Source: an optimization exercise on an open RTL-to-GDS flow (aim: small area, a short achievable clock period and few clock cycles). Production flows keep margins and buffers that such runs may drop. Only simulation tests tie the RTL to the original design; equivalence was not proved.

==> inputs of job 2351 <==
// mvprod_top
module mvprod_top (
  input  wire       clk,
  input  wire       rst,
  input  wire       in_wr,
  input  wire [7:0] in_data,
  input  wire       start,
  output logic      out_valid,
  output logic [7:0] out_data,
  output logic      out_last
);
make LEC_CHECK=0 CAP_MARGIN=20 CORE_MARGIN=2 CORE_UTILIZATION=55 CTS_CLUSTER_DIAMETER=60 CTS_CLUSTER_SIZE=30 PLACE_DENSITY=0.65 SETUP_SLACK_MARGIN=3.0 SLEW_MARGIN=20 SYNTH_HIERARCHICAL=1 SYNTH_MEMORY_MAX_BITS=16384 finish   # period 6.0 ns
run.sh (not shown) runs the stock make flow with config.mk's settings and CLKGATE_MAP_FILE= SYNTH_SCRIPT=/design/flow/synth_recipe.tcl, a recipe that flattens the netlist after the stock synthesis.
==> inputs of job 659, as changes to job 2351 <==
--- a/flow/design.v
+++ b/flow/design.v
@@ -2494,15 +2494,13 @@
   input  wire [7:0] nacc,
   input  wire clr,
   input  wire [7:0] w,
   input  wire [7:0] x1,
   input  wire [7:0] x2,
   input  wire [7:0] x3,
-  output wire [7:0] nnxt,
-  input  wire [1:0] ncar,
-  output wire [1:0] nco
+  output wire [7:0] nnxt
 );
   wire na0;
   Or2 u1 (.a(nacc[0]), .b(clr), .y(na0));
   wire na1;
   Or2 u2 (.a(nacc[1]), .b(clr), .y(na1));
   wire na2;
@@ -2572,76 +2570,70 @@
   FullAdd u35 (.a(na1), .b(np0_1), .c(t2), .s(nnxt[1]), .co(t4));
   wire t5, t6;
   FullAdd u36 (.a(na2), .b(np0_2), .c(np1_0), .s(t5), .co(t6));
   wire t8;
   Xnor2 u37 (.a(t5), .b(t4), .y(nnxt[2]));
   Or2 u38 (.a(t5), .b(t4), .y(t8));
-  wire t9;
-  FullAdd u39 (.a(na3), .b(np0_3), .c(np1_1), .s(t9), .co(nco[0]));
-  FullAdd u40 (.a(t6), .b(t9), .c(t8), .s(nnxt[3]), .co(nco[1]));
-  wire nc0;
-  Or2 u41 (.a(ncar[0]), .b(clr), .y(nc0));
-  wire nc1;
-  Or2 u42 (.a(ncar[1]), .b(clr), .y(nc1));
+  wire t9, t10;
+  FullAdd u39 (.a(na3), .b(np0_3), .c(np1_1), .s(t9), .co(t10));
+  wire t12;
+  FullAdd u40 (.a(t6), .b(t9), .c(t8), .s(nnxt[3]), .co(t12));
   wire t13, t14;
-  FullAdd u43 (.a(na4), .b(nc0), .c(nc1), .s(t13), .co(t14));
+  FullAdd u41 (.a(na4), .b(np0_4), .c(np1_2), .s(t13), .co(t14));
   wire t15, t16;
-  FullAdd u44 (.a(np0_4), .b(np1_2), .c(np2_0), .s(t15), .co(t16));
+  FullAdd u42 (.a(np2_0), .b(t10), .c(t13), .s(t15), .co(t16));
   wire t18;
-  Xnor2 u45 (.a(t13), .b(t15), .y(nnxt[4]));
-  Or2 u46 (.a(t13), .b(t15), .y(t18));
+  Xnor2 u43 (.a(t15), .b(t12), .y(nnxt[4]));
+  Or2 u44 (.a(t15), .b(t12), .y(t18));
   wire t19, t20;
-  FullAdd u47 (.a(na5), .b(np0_5), .c(np1_3), .s(t19), .co(t20));
+  FullAdd u45 (.a(na5), .b(np0_5), .c(np1_3), .s(t19), .co(t20));
   wire t21, t22;
-  FullAdd u48 (.a(np2_1), .b(t14), .c(t16), .s(t21), .co(t22));
+  FullAdd u46 (.a(np2_1), .b(t14), .c(t19), .s(t21), .co(t22));
   wire t24;
-  FullAdd u49 (.a(t19), .b(t18), .c(t21), .s(nnxt[5]), .co(t24));
+  FullAdd u47 (.a(t16), .b(t21), .c(t18), .s(nnxt[5]), .co(t24));
   wire t25, t26;
-  FullAdd u50 (.a(na6), .b(np3_0), .c(np0_6), .s(t25), .co(t26));
+  FullAdd u48 (.a(na6), .b(np3_0), .c(np0_6), .s(t25), .co(t26));
   wire t27, t28;
-  FullAdd u51 (.a(np1_4), .b(np2_2), .c(t20), .s(t27), .co(t28));
+  FullAdd u49 (.a(np1_4), .b(np2_2), .c(t20), .s(t27), .co(t28));
   wire t29, t30;
-  FullAdd u52 (.a(t25), .b(t22), .c(t27), .s(t29), .co(t30));
+  FullAdd u50 (.a(t25), .b(t27), .c(t22), .s(t29), .co(t30));
   wire t32;
-  Xnor2 u53 (.a(t24), .b(t29), .y(nnxt[6]));
-  Or2 u54 (.a(t24), .b(t29), .y(t32));
+  Xnor2 u51 (.a(t29), .b(t24), .y(nnxt[6]));
+  Or2 u52 (.a(t29), .b(t24), .y(t32));
   wire t33;
-  Xor2 u55 (.a(na7), .b(np3_1), .y(t33));
+  Xor2 u53 (.a(na7), .b(np3_1), .y(t33));
   wire t34;
-  Xor2 u56 (.a(np3_2), .b(np0_7), .y(t34));
+  Xor2 u54 (.a(np3_2), .b(np0_7), .y(t34));
   wire t35;
-  Xor2 u57 (.a(np1_5), .b(np2_3), .y(t35));
+  Xor2 u55 (.a(np1_5), .b(np2_3), .y(t35));
   wire t36;
-  Xor2 u58 (.a(t33), .b(t34), .y(t36));
+  Xor2 u56 (.a(t33), .b(t34), .y(t36));
   wire t37;
-  Xor2 u59 (.a(t35), .b(t26), .y(t37));
+  Xor2 u57 (.a(t35), .b(t26), .y(t37));
   wire t38;
-  Xor2 u60 (.a(t36), .b(t37), .y(t38));
+  Xor2 u58 (.a(t36), .b(t37), .y(t38));
   wire t39;
-  Xor2 u61 (.a(t38), .b(t28), .y(t39));
+  Xor2 u59 (.a(t38), .b(t28), .y(t39));
   wire t40;
-  Xor2 u62 (.a(t39), .b(t30), .y(t40));
-  Xnor2 u63 (.a(t40), .b(t32), .y(nnxt[7]));
+  Xor2 u60 (.a(t39), .b(t30), .y(t40));
+  Xnor2 u61 (.a(t40), .b(t32), .y(nnxt[7]));
 endmodule
 `default_nettype wire
 `timescale 1ns / 1ps
 `default_nettype none
-module MVProd #(parameter NC = 2) (
+module MVProd (
   input  wire clr,
   input  wire [7:0] x1,
   input  wire [7:0] x3,
   input  wire [31:0][7:0] w,
   input  wire [31:0][7:0] nacc,
-  input  wire [31:0][NC-1:0] ncar,
-  output wire [31:0][7:0] nnxt,
-  output wire [31:0][NC-1:0] nco
+  output wire [31:0][7:0] nnxt
 );
   wire [7:0] x2 = {x1[6:0], 1'b0};
   for (genvar r = 0; r < 32; r++) begin : g_row
-    MacTree row (.nacc(nacc[r]), .ncar(ncar[r]), .clr(clr), .w(w[r]), .x1(x1), .x2(x2), .x3(x3),
-                 .nnxt(nnxt[r]), .nco(nco[r]));
+    MacTree row (.nacc(nacc[r]), .clr(clr), .w(w[r]), .x1(x1), .x2(x2), .x3(x3), .nnxt(nnxt[r]));
   end
 endmodule
 `default_nettype wire
 `timescale 1ns / 1ps
 `default_nettype none
 module mvprod_top (
@@ -2651,31 +2643,21 @@
   input  wire [7:0] in_data,
   input  wire       start,
   output logic      out_valid,
   output logic [7:0] out_data,
   output logic      out_last
 );
-  localparam NC = 2;
-  localparam CUT = 4;
   logic [4:0] wcnt;             
   logic       clr;              
   logic [7:0] x1, x3;           
   logic [31:0][7:0] wcol, w;    
   logic       st;
-  logic [31:0][7:0] nacc, nnxt;
-  logic [31:0][NC-1:0] ncar, nco;
-  logic [31:1][NC+7:0] osh;     
-  logic [7:0] osh0;             
+  logic [31:0][7:0] nacc;       
+  logic [31:0][7:0] nnxt;
+  logic [31:0][7:0] osh;        
   logic [4:0] ocnt;
-  function automatic logic [7:0] row_sum(input logic [NC+7:0] v);
-    logic [7:0] s;
-    s = ~v[7:0];
-    for (integer i = 0; i < NC; i = i + 1)
-      if (!v[8+i]) s = s + (8'd1 << CUT);
-    row_sum = s;
-  endfunction
   WeightROM rom (.col(wcnt), .w(wcol));
   always_ff @(posedge clk) begin
     x1 <= (in_wr && !rst) ? in_data : 8'd0;
     x3 <= (in_wr && !rst) ? in_data + {in_data[6:0], 1'b0} : 8'd0;
     clr <= in_wr && !rst && wcnt == 5'd0;
     w <= wcol;
@@ -2696,17 +2678,15 @@
         if (ocnt == 5'd31) out_valid <= 1'b0;
         out_last <= out_valid && ocnt == 5'd30;
         ocnt <= ocnt + {4'd0, out_valid};
       end
     end
   end
-  MVProd #(.NC(NC)) rows (.clr(clr), .x1(x1), .x3(x3), .w(w), .nacc(nacc), .ncar(ncar), .nnxt(nnxt), .nco(nco));
+  MVProd rows (.clr(clr), .x1(x1), .x3(x3), .w(w), .nacc(nacc), .nnxt(nnxt));
   always_ff @(posedge clk) begin
     nacc <= nnxt;
-    ncar <= nco;
-    osh0 <= row_sum(st ? {ncar[0], nacc[0]} : osh[1]);
-    for (int r = 1; r < 32; r++)
-      osh[r] <= st ? {ncar[r], nacc[r]} : (r == 31 ? {ncar[r], nacc[r]} : osh[r+1]);
+    for (int r = 0; r < 32; r++)
+      osh[r] <= st ? nacc[r] : (r == 31 ? nacc[r] : osh[r+1]);
   end
-  assign out_data = osh0;
+  assign out_data = ~osh[0];
 endmodule
 `default_nettype wire
- SETUP_SLACK_MARGIN: 3.0 -> 2.6
==> summary of the runs <==
- Job 2351 completed without violations. Job 659 ran to the end with no violations.
- Count of clock-buffer cells in the layout: job 2351 is lower than job 659 (1).
- Of job 2351 and job 659, job 2351 has the higher wire length (gap 6.1%, measured against job 659).
- Between job 659 and job 2351, the lower worst setup slack is in job 659 (gap 0.44 ns).
- First-iteration DRC count: job 659 is smaller than job 2351 (about 5.3%).
- Between job 2351 and job 659, the lower utilization is in job 2351 (gap 0.096 points).
- Via count: job 659 is lower than job 2351 (4.4%).
- Against job 659, the synthesized cell count of job 2351 is larger by about 6%.
- In worst hold slack, job 2351 and job 659 hardly differ.
- Against job 659, the final cell count of job 2351 is larger by 6.1%.
- Of job 659 and job 2351, job 2351 has the higher clock skew (gap 0.0041 ns).
Testbench counts of job 2351, summed over its fixed seeds: cycles 6,592.
Testbench counts of job 659, summed over its fixed seeds: cycles 6,592.

[static timing again, ports no longer ideal]
The results above use ideal ports. As a check the final layouts listed here were re-extracted and re-timed, cells and wires unchanged.
Step 1: set_driving_cell puts a clkbuf_16 on clk and a buf_2 on each other input, an assumption about the parent block.
Step 2 also shifts input and output timing later by t, the mid clock arrival at the registers, as if the neighbouring blocks saw the same clock.
a / b / c = ideal / step 1 / step 2; a / b = the first two.
run	shift t [ns]	slack for setup (ns)	slew at the worst register clock pin (ns)	pins driven straight from the clock port
job 2351	0.746	2.849 / 2.849 / 2.489	0.10 / 0.10	1
job 659	0.723	2.406 / 2.406 / 2.406	0.10 / 0.10	1
After both steps setup and hold are still met in every run listed. For job 2351, which loses most, drivers alone change the setup slack by 0.000 ns; drivers and shift together by -0.360 ns.
